Source: an optimization exercise on an open RTL-to-GDS flow (aim: small area). Production flows keep margins and buffers that such runs may drop. Function was checked by simulation only, so behaviour that the tests miss may differ from the original. The clock port is modelled as an ideal driver, which makes a skipped or thinned clock tree look cheaper than it is; a real chip needs a root buffer or a tree.

## the baseline
==> flow/design.v (excerpt) <==
module top_wrapper (
    input  wire       clk,
    input  wire       rst_n,
    input  wire       start_sample,
    input  wire       din1,
    output wire       cs_n,
    output wire       sclk,
    output wire       dac_sclk,
    output wire       dac_cs,
    output wire       dac_mosi,
    output wire       tx
);
For scale: ~360 cells after synthesis, about 180 flip-flops, ~10 I/O pins.
==> module top_wrapper, before the edit <==
module top_wrapper (
    input  wire       clk,
    input  wire       rst_n,
    input  wire       start_sample,
    input  wire       din1,
    output wire       cs_n,
    output wire       sclk,
    output wire       dac_sclk,
    output wire       dac_cs,
    output wire       dac_mosi,
    output wire       tx
);
  wire rst = !rst_n;
  reg  [8:0] lf;
  reg        sc;
  wire       term = (lf == 9'd364);
  wire       E    = term & !sc;
  always @(posedge clk) begin
    if (rst | term) lf <= 9'd0;
    else            lf <= {lf[7:0], ~(lf[8] ^ lf[4])};
    if (rst)        sc <= 1'b0;
    else if (term)  sc <= ~sc;
  end
  assign sclk     = sc;
  assign dac_sclk = sc;
  reg  [4:0] as;
  reg        db;                  
  wire adc_w1 = (as == 5'd17);
  wire adc_w2 = (as == 5'd18);
  wire       aset = (as == 5'd19) | (&as & !start_sample);
  wire [4:0] at   = {&as[3:0], &as[2:0], &as[1:0], as[0], 1'b1};
  always @(posedge clk) begin
    if (rst) as <= 5'd31;
    else if (E) as <= (as ^ at) | {5{aset}};
    if (E) db <= din1;
  end
  assign cs_n = as[4];
  reg [4:0] ds;
  wire       dset = (ds == 5'd16) | (ds == 5'd30 & !start_sample);
  wire [4:0] dt   = {&ds[3:0], &ds[2:0], &ds[1:0], ds[0], 1'b1};
  always @(posedge clk) begin
    if (rst) ds <= 5'd30;
    else if (E) ds <= dset ? 5'd30 : (ds ^ dt);
  end
  assign dac_cs   = ds[4];
  assign dac_mosi = !ds[4] & (ds[3] | ds[2]);
  reg       ug, ux;       
  reg [8:0] sr;           
  reg       txr;
  reg  [3:0] w;
  reg        e, f;
  wire push = (adc_w1 | adc_w2) & !f;
  wire pop  = ux & sr[8] & !e;
  wire w0   = (w == 4'd0);
  wire w15  = (w == 4'd15);
  wire push_only = push & !pop;
  wire pop_only  = pop & !push;
  wire wu = E & push_only & !w15;
  wire wd = E & pop_only;
  wire [3:0] wt = {(wu & w[0] & w[1] & w[2]) | (wd & !w[0] & !w[1] & !w[2]),
                   (wu & w[0] & w[1])        | (wd & !w[0] & !w[1]),
                   (wu & w[0])               | (wd & !w[0]),
                   wu | wd};
  always @(posedge clk) begin
    if (rst) begin
      w <= 4'd0; e <= 1'b0; f <= 1'b0;
    end else begin
      w <= w ^ wt;
      if (E) begin
        e <= !push_only & (w0 | !start_sample);
        f <= !pop_only & (w15 | !start_sample);
      end
    end
  end
  reg [6:0] ph;
  reg       pend, act;
  wire      ph_last = &ph;
  wire       cy  = &ph[2:0];
  wire       pp  = E & pop;
  wire       pu  = cy & !pp;
  wire       pdn = pp & !cy;
  wire [6:0] pt  = {(pu & ph[3] & ph[4] & ph[5]) | (pdn & !ph[3] & !ph[4] & !ph[5]),
                    (pu & ph[3] & ph[4])         | (pdn & !ph[3] & !ph[4]),
                    (pu & ph[3])                 | (pdn & !ph[3]),
                    pu | pdn,
                    ph[1] & ph[0], ph[0], 1'b1};
  always @(posedge clk) begin
    if (rst) begin
      ph <= 7'd0; pend <= 1'b1; act <= 1'b0;
    end else begin
      ph <= ph ^ pt;
      if (ph_last) act <= pend;
      if (E) pend <= 1'b1;
      else if (ph_last) pend <= 1'b0;
    end
  end
  reg  [127:0] R;
  reg  [3:0]   hr;                            
  wire [2:0]   bi   = ph[2:0];
  wire         atw  = (ph[6:3] == w);
  wire         wlo  = atw & (as[4:3] == 2'b01) & (bi == ~as[2:0]);
  wire         whi  = atw & adc_w2;
  wire         rin  = wlo ? db : whi ? (!bi[2] & hr[3]) : R[127];
  wire         hin  = (as[4:2] == 3'b001 && ph[1:0] == ~as[1:0]) ? db : hr[3];
  always @(posedge clk) begin
    R  <= {R[126:0], rin};
    hr <= {hr[2:0], hin};
  end
  wire cap  = act & ug & (ph[6:3] == 4'd0);
  always @(posedge clk) begin
    if (cap | (E & ux)) sr[7:0] <= {cap ? (!w0 & R[127]) : sr[8], sr[7:1]};
    if (cap) sr[8] <= 1'b1;
    else if (E & ux) sr[8] <= 1'b0;
    if (rst) begin
      ug <= 1'b0; ux <= 1'b0; txr <= 1'b1;
    end else if (E) begin
      if (ug) begin
        ug <= 1'b0; ux <= 1'b1;
      end else if (ux) begin
        if (sr[8:1] == 8'd0) begin ux <= 1'b0; txr <= 1'b1; end
        else txr <= sr[0];
      end else if (!e) begin
        ug <= 1'b1;
      end
    end
  end
  assign tx = txr;
endmodule
==> flow/config.mk <==
export PLATFORM = sky130hd
export DESIGN_NAME = top_wrapper
export DESIGN_NICKNAME = top_wrapper
export VERILOG_FILES = /design/flow/design.v
export SDC_FILE = /design/flow/constraint.sdc
export NUM_CORES = 4
export LEC_CHECK = 0
export CAP_MARGIN = 20
export CORE_MARGIN = 2
export CORE_UTILIZATION = 70
export SLEW_MARGIN = 20
==> flow/constraint.sdc <==
create_clock -name core_clock -period 10.0 [get_ports {clk}]
set_input_delay 2.0000 -clock core_clock [delete_from_list [all_inputs] [get_ports {clk}]]
set_output_delay 2.0000 -clock core_clock [all_outputs]
set_load 0.01 [all_outputs]
standard.sh (not shown) runs the stock make flow with config.mk's settings and CLKGATE_MAP_FILE= SYNTH_SCRIPT=/design/flow/synth_recipe.tcl, a recipe that flattens the netlist after the stock synthesis.
==> flow/flow/run.sh <==
#!/bin/bash
# Standard layout, except that the clock tree is built by flow/cts_tree.tcl:
# the clock port drives CTS_NLEAF buffers (through a root buffer if
# CTS_ROOT_CELL is set), each driving one group of flip-flops chosen by
# position; and the ports are buffered with the smallest buffer.
set -euo pipefail
export PRE_CTS_TCL="$PWD/flow/cts_tree.tcl"
export CTS_NLEAF=9
export CTS_LEAF_CELL=sky130_fd_sc_hd__clkbuf_8
export CTS_ROOT_CELL=sky130_fd_sc_hd__clkbuf_16
export BUFFER_PORTS_ARGS="-inputs -outputs -buffer_cell sky130_fd_sc_hd__buf_1"
bash standard.sh > standard.log 2>&1
Other scripts of this flow, unchanged in this note and not shown: flow/flow/cts_tree.tcl
Input-level comparison between the candidate and the baseline:
diff --git a/flow/design.v b/flow/design.v
--- a/flow/design.v
+++ b/flow/design.v
@@ -44,13 +44,14 @@
   end
   assign dac_cs   = ds[4];
   assign dac_mosi = !ds[4] & (ds[3] | ds[2]);
-  reg       ug, ux;       
-  reg [8:0] sr;           
+  reg [3:0] u;
+  reg       pb;           
+  reg       nb;           
   reg       txr;
   reg  [3:0] w;
   reg        e, f;
   wire push = (adc_w1 | adc_w2) & !f;
-  wire pop  = ux & sr[8] & !e;
+  wire pop  = (u == 4'd0) & !e;
   wire w0   = (w == 4'd0);
   wire w15  = (w == 4'd15);
   wire push_only = push & !pop;
@@ -72,9 +73,7 @@
       end
     end
   end
-  reg [6:0] ph;
-  reg       pend, act;
-  wire      ph_last = &ph;
+  reg  [6:0] ph;
   wire       cy  = &ph[2:0];
   wire       pp  = E & pop;
   wire       pu  = cy & !pp;
@@ -85,43 +84,31 @@
                     pu | pdn,
                     ph[1] & ph[0], ph[0], 1'b1};
   always @(posedge clk) begin
-    if (rst) begin
-      ph <= 7'd0; pend <= 1'b1; act <= 1'b0;
-    end else begin
-      ph <= ph ^ pt;
-      if (ph_last) act <= pend;
-      if (E) pend <= 1'b1;
-      else if (ph_last) pend <= 1'b0;
-    end
+    if (rst) ph <= 7'd0;
+    else     ph <= ph ^ pt;
   end
   reg  [127:0] R;
   reg  [3:0]   hr;                            
   wire [2:0]   bi   = ph[2:0];
   wire         atw  = (ph[6:3] == w);
   wire         wlo  = atw & (as[4:3] == 2'b01) & (bi == ~as[2:0]);
-  wire         whi  = atw & adc_w2;
+  wire         whi  = atw & adc_w2 & !(w15 & pb);
   wire         rin  = wlo ? db : whi ? (!bi[2] & hr[3]) : R[127];
   wire         hin  = (as[4:2] == 3'b001 && ph[1:0] == ~as[1:0]) ? db : hr[3];
   always @(posedge clk) begin
     R  <= {R[126:0], rin};
     hr <= {hr[2:0], hin};
   end
-  wire cap  = act & ug & (ph[6:3] == 4'd0);
+  wire rd = !u[3] & (ph[6:3] == {4{pb}}) & (ph[2:0] == u[2:0]);
   always @(posedge clk) begin
-    if (cap | (E & ux)) sr[7:0] <= {cap ? (!w0 & R[127]) : sr[8], sr[7:1]};
-    if (cap) sr[8] <= 1'b1;
-    else if (E & ux) sr[8] <= 1'b0;
+    if (rd) nb <= R[127] & (pb | !w0);
     if (rst) begin
-      ug <= 1'b0; ux <= 1'b0; txr <= 1'b1;
+      u <= 4'd14; txr <= 1'b1;
     end else if (E) begin
-      if (ug) begin
-        ug <= 1'b0; ux <= 1'b1;
-      end else if (ux) begin
-        if (sr[8:1] == 8'd0) begin ux <= 1'b0; txr <= 1'b1; end
-        else txr <= sr[0];
-      end else if (!e) begin
-        ug <= 1'b1;
-      end
+      if (u == 4'd8) u <= 4'd14;
+      else if (u != 4'd14 || !e) u <= u + 4'd1;
+      txr <= u[3] | nb;
+      pb  <= (u == 4'd0) ? !e : (pb & !u[3]);
     end
   end
   assign tx = txr;
Findings:
- Compared with the baseline, the candidate shows global routing usage on met2 higher by 1.5 points.
- Summary of the comparison: time the final worst path needs with I/O delays and setup is higher in the candidate, relative to the baseline.
- Relative to the baseline, the synthesized netlist cell count measured on the candidate has increased by a few percent.
- From the baseline to the candidate the numbers moved as follows: biggest fanout along the worst timing path now sits higher; sequential fraction of total cell area now sits lower; arrival time at the worst endpoint now sits higher; met1 wire length now sits lower.
- Comparing the candidate and the baseline, the higher number of DRC markers after the initial detailed-route iteration is on the candidate.
- [compare] base=the baseline new=the candidate: design area lost 61 um^2; share of the core filled with cells went down 0.49 points.
In every run of this note, the design's own scripts or RTL, not TritonCTS, make the clock network.

==> separate check: timing with driven ports <==
No port has a modelled driver above. Below, the same layouts with a new extraction and two added sets of constraints. Step 1 (the two cells are an assumption about what drives the block):
set clk [get_ports {clk}]
set_driving_cell -lib_cell sky130_fd_sc_hd__clkbuf_16 $clk
set_driving_cell -lib_cell sky130_fd_sc_hd__buf_2 [delete_from_list [all_inputs] $clk]
Step 2 moves the port delays by t, midway between the first and last clock arrival at a register: inputs arrive t later, outputs are due t later. That takes back most of the time a late clock gives input paths. a / b / c = ideal / step 1 / step 2; a / b = the first two.
| run | t (ns) | setup slack, ns | worst register clock-pin slew, ns | pins driven straight from the clock port |
|---|---|---|---|---|
| the baseline | 0.374 | 6.602 / 6.605 / 6.231 | 0.12 / 0.12 | 1 |
| the candidate | 0.377 | 6.517 / 6.523 / 6.146 | 0.13 / 0.13 | 1 |
After both steps every run listed still meets setup and hold.
